This is an optimization exercise on Yosys and OpenROAD, whose aim is small area, a short achievable clock period and few clock cycles per item, not a production implementation. Function was checked by simulation only, so behaviour that the tests miss may differ from the original. Power is estimated from default activity; no workload was simulated.

## fpm
module fpm(
  input clk,
  input rst,
  input [31:0] number_in,
  input number_a_valid,
  output number_a_ready,
  input number_b_valid,
  output number_b_ready,
  output [31:0] number_out,
  output result_valid
);
  reg phase;             
  reg nrm_a, nrm_b;      
  reg vx, vy, vz, vw;    
  reg slow;              
  reg rv;
  reg ar_q, br_q;        
  reg [31:0] ra, rb;
  reg        hb;         
  reg [4:0]  k;          
  reg [12:0] mm;         
  reg [36:0] tsn, tcn;   
  reg        c13, stlo;  
  reg [9:0]  s1_e;       
  reg        s1_s, s1_nan, s1_inf, s1_zero, s1_slow;
  reg [25:0] sig;        
  reg [9:0]  e;          
  reg        le0;        
  reg        s2_s, s2_nan, s2_inf, s2_zero;
  reg [31:0] out;
  wire [7:0] ea = ra[30:23];
  wire [7:0] eb = rb[30:23];
  wire ha = |ea;
  wire hb_e = |eb;
  wire [23:0] ma = {ha, ra[22:0]};
  wire [23:0] mb = {hb, rb[22:0]};
  wire fa0 = ~|ra[22:0];
  wire fb0 = ~|rb[22:0];
  wire a_zero = ~ha & fa0;
  wire b_zero = ~hb_e & fb0;
  wire a_max = &ea;
  wire b_max = &eb;
  wire a_nan = a_max & ~fa0;
  wire b_nan = b_max & ~fb0;
  wire a_inf = a_max & fa0;
  wire b_inf = b_max & fb0;
  wire [7:0] ein = number_in[30:23];
  wire in_f0 = ~|number_in[22:0];
  wire in_sub = ~|ein & ~in_f0;
  wire in_spec = (~|ein & in_f0) | &ein;
  wire a_sub = ~ha & ~fa0;
  wire a_spec = a_zero | a_max;
  wire go_a = a_sub & ~in_sub & ~in_spec;
  ...
For scale: about 2000 cells after synthesis, ~71 I/O pins, ~20000 sq um of cells after synthesis.
Settings: LEC_CHECK=0, CAP_MARGIN=20, CORE_MARGIN=2, CORE_UTILIZATION=40, SETUP_SLACK_MARGIN=5, SLEW_MARGIN=20, SYNTH_HIERARCHICAL=1; clock period 9.0 ns.
standard.sh (not shown) runs the stock make flow with config.mk's settings and CLKGATE_MAP_FILE= SYNTH_SCRIPT=/design/flow/synth_recipe.tcl, a recipe that flattens the netlist after the stock synthesis.
==> flow/flow/run.sh <==
#!/bin/bash
set -euo pipefail
bash standard.sh SETUP_SLACK_MARGIN=5.8 BUFFER_PORTS_ARGS=-buffer_cell\ sky130_fd_sc_hd__buf_2 CTS_ARGS=-sink_clustering_enable\ -repair_clock_nets\ -dont_use_dummy_load\ -buf_list\ sky130_fd_sc_hd__clkbuf_8\ -sink_clustering_size\ 25 finish > standard.log 2>&1
Testbench counts at the start, summed over its fixed seeds: cycles 6,440, items 3,200.
Rerun with:
==> flow/flow/run.sh (replaced) <==
#!/bin/bash
set -euo pipefail
bash standard.sh SETUP_SLACK_MARGIN=5.5 "BUFFER_PORTS_ARGS=-buffer_cell sky130_fd_sc_hd__buf_2" finish > standard.log 2>&1
- maximum frequency shrinks by 2.0%
- design area shrinks by 8.5%
- routed wire length shrinks by 9.7%
- sequential power shrinks by about 2%
- combinational power shrinks by 16%
- via count shrinks by 4.5%
Rerun with:
==> flow/flow/run.sh (replaced) <==
#!/bin/bash
set -euo pipefail
bash standard.sh SETUP_SLACK_MARGIN=5.5 "BUFFER_PORTS_ARGS=-buffer_cell sky130_fd_sc_hd__buf_2" "CTS_ARGS=-sink_clustering_enable -repair_clock_nets -dont_use_dummy_load -buf_list sky130_fd_sc_hd__clkbuf_8 -sink_clustering_size 25" finish > standard.log 2>&1
Outcome: Critical path depth does not change. Global-route usage is about the same. Routed wire length hardly moves. Register-to-register slack hardly moves. Worst setup slack gets worse by 11 ps. Design area falls by 1.7%.
Rerun with:
==> flow/flow/run.sh (replaced) <==
#!/bin/bash
set -euo pipefail
bash standard.sh SETUP_SLACK_MARGIN=5.5 "BUFFER_PORTS_ARGS=-buffer_cell sky130_fd_sc_hd__buf_2" "CTS_ARGS=-sink_clustering_enable -repair_clock_nets -dont_use_dummy_load" finish > standard.log 2>&1
Flip-flop and latch count stays the same.
Fmax came out lower by 0.34%.
Area after synthesis does not change.
Non-clock buffer count does not change.
Rerun with:
==> flow/run.sh (new file) <==
#!/bin/bash
# synth_recipe.tcl (not shown) runs the flow's synth.tcl, then flattens the netlist and writes it again
# the make line also repeats each setting of config.mk as NAME=value (left out here)
make -C /OpenROAD-flow-scripts/flow DESIGN_CONFIG=/design/flow/config.mk WORK_HOME=/design/flow/orfs CLKGATE_MAP_FILE= SYNTH_SCRIPT=/design/flow/synth_recipe.tcl finish
- CTS_BUF_LIST: unset -> sky130_fd_sc_hd__clkbuf_4
removed: flow/flow/run.sh
removed: flow/standard.sh
Area after synthesis stays the same.
Final cell count went up by 1.6%.
Final area is lower by 0.83%.
Setup slack is worse by 420 ps.
Via count rises by about 0.6%.
Non-clock buffer count came out lower by 61.
Synthesized cell count is unchanged.


Another version of the RTL of fpm (not shown whole).
Size in the first run: roughly 260 flip-flops, roughly 71 I/O pins, ~20000 um^2 of cells after synthesis.
==> flow/config.mk <==
export PLATFORM = sky130hd
export DESIGN_NAME = fpm
export DESIGN_NICKNAME = fpm
export VERILOG_FILES = /design/flow/design.v
export SDC_FILE = /design/flow/constraint.sdc
export NUM_CORES = 4
export LEC_CHECK = 0
export CAP_MARGIN = 20
export CORE_MARGIN = 2
export CORE_UTILIZATION = 40
export SETUP_SLACK_MARGIN = 5
export SLEW_MARGIN = 20
export SYNTH_HIERARCHICAL = 1
==> flow/constraint.sdc <==
create_clock -name core_clock -period 9.0 [get_ports {clk}]
set_input_delay 1.8000 -clock core_clock [delete_from_list [all_inputs] [get_ports {clk}]]
set_output_delay 1.8000 -clock core_clock [all_outputs]
set_load 0.01 [all_outputs]
==> flow/flow/run.sh <==
#!/bin/bash
set -euo pipefail
bash standard.sh SETUP_SLACK_MARGIN=5.5 BUFFER_PORTS_ARGS=-buffer_cell\ sky130_fd_sc_hd__buf_1 CTS_ARGS=-sink_clustering_enable\ -repair_clock_nets\ -dont_use_dummy_load\ -buf_list\ \{sky130_fd_sc_hd__clkbuf_16\ sky130_fd_sc_hd__clkbuf_8\}\ -sink_clustering_size\ 30 finish > standard.log 2>&1
The baseline passed the timing, DRC and antenna checks.
Testbench counts at the start, summed over its fixed seeds: cycles 6,440, items 3,200.
Edit:
==> flow/flow/run.sh (replaced) <==
#!/bin/bash
set -euo pipefail
bash standard.sh SETUP_SLACK_MARGIN=5.5 BUFFER_PORTS_ARGS=-buffer_cell\ sky130_fd_sc_hd__buf_2 CTS_ARGS=-sink_clustering_enable\ -repair_clock_nets\ -dont_use_dummy_load\ -buf_list\ sky130_fd_sc_hd__clkbuf_8\ -sink_clustering_size\ 25 finish > standard.log 2>&1
Effect: Final cell count rises by 0.84%. Die area does not change. Sequential share of layout area falls by 0.16 points. Worst setup slack gets worse by 0.013 ns.
Edit:
TNS_END_PERCENT = 5   (was default)
Critical path depth falls by 1.
Final area falls slightly.
Die area is unchanged.
Routed wire length falls slightly.
Sequential cell count stays the same.
Core utilization falls by 0.44 points.
Power falls slightly.
Combinational power falls slightly.
Global-route usage barely changes.
Clock power barely changes.
Worst hold slack is about the same.

[separate check: timing with driven ports]
Ports are ideal in the flow. The routed layouts listed here were re-timed in OpenROAD.
Step 1 sets driving cells, clkbuf_16 on the clock port and buf_2 on the other inputs (assumed; they add their load-dependent delay and slew).
Step 2, shift: input delay + t, output delay - t, t = (earliest + latest rising clock arrival at the registers) / 2. This alone moves slack from input paths to output paths.
Slacks: ideal / step 1 / step 2; pairs: ideal / step 1.
run | t (ns) | setup slack, ns | worst hold slack (ns)
the first run of note 1 | 0.657 | 5.671 / 5.671 / 5.372 | 0.361 / 0.361 / 0.361
the second run of note 1 | 0.618 | 5.602 / 5.602 / 5.527 | 0.350 / 0.350 / 0.350
the third run of note 1 | 0.599 | 5.590 / 5.590 / 5.555 | 0.349 / 0.349 / 0.349
the fourth run of note 1 | 0.609 | 5.579 / 5.579 / 5.483 | 0.348 / 0.348 / 0.348
the fifth run of note 1 | 0.828 | 5.154 / 5.154 / 5.110 | 0.366 / 0.366 / 0.366
the first run of note 2 | 0.619 | 5.594 / 5.594 / 5.504 | 0.414 / 0.414 / 0.414
the second run of note 2 | 0.641 | 5.581 / 5.581 / 5.496 | 0.420 / 0.420 / 0.420
the third run of note 2 | 0.643 | 5.458 / 5.458 / 5.458 | 0.420 / 0.420 / 0.420
After both steps every run listed still meets setup and hold. The setup slack of the first run of note 1, which loses most, moves by 0.000 ns with the drivers and by -0.299 ns with both steps.
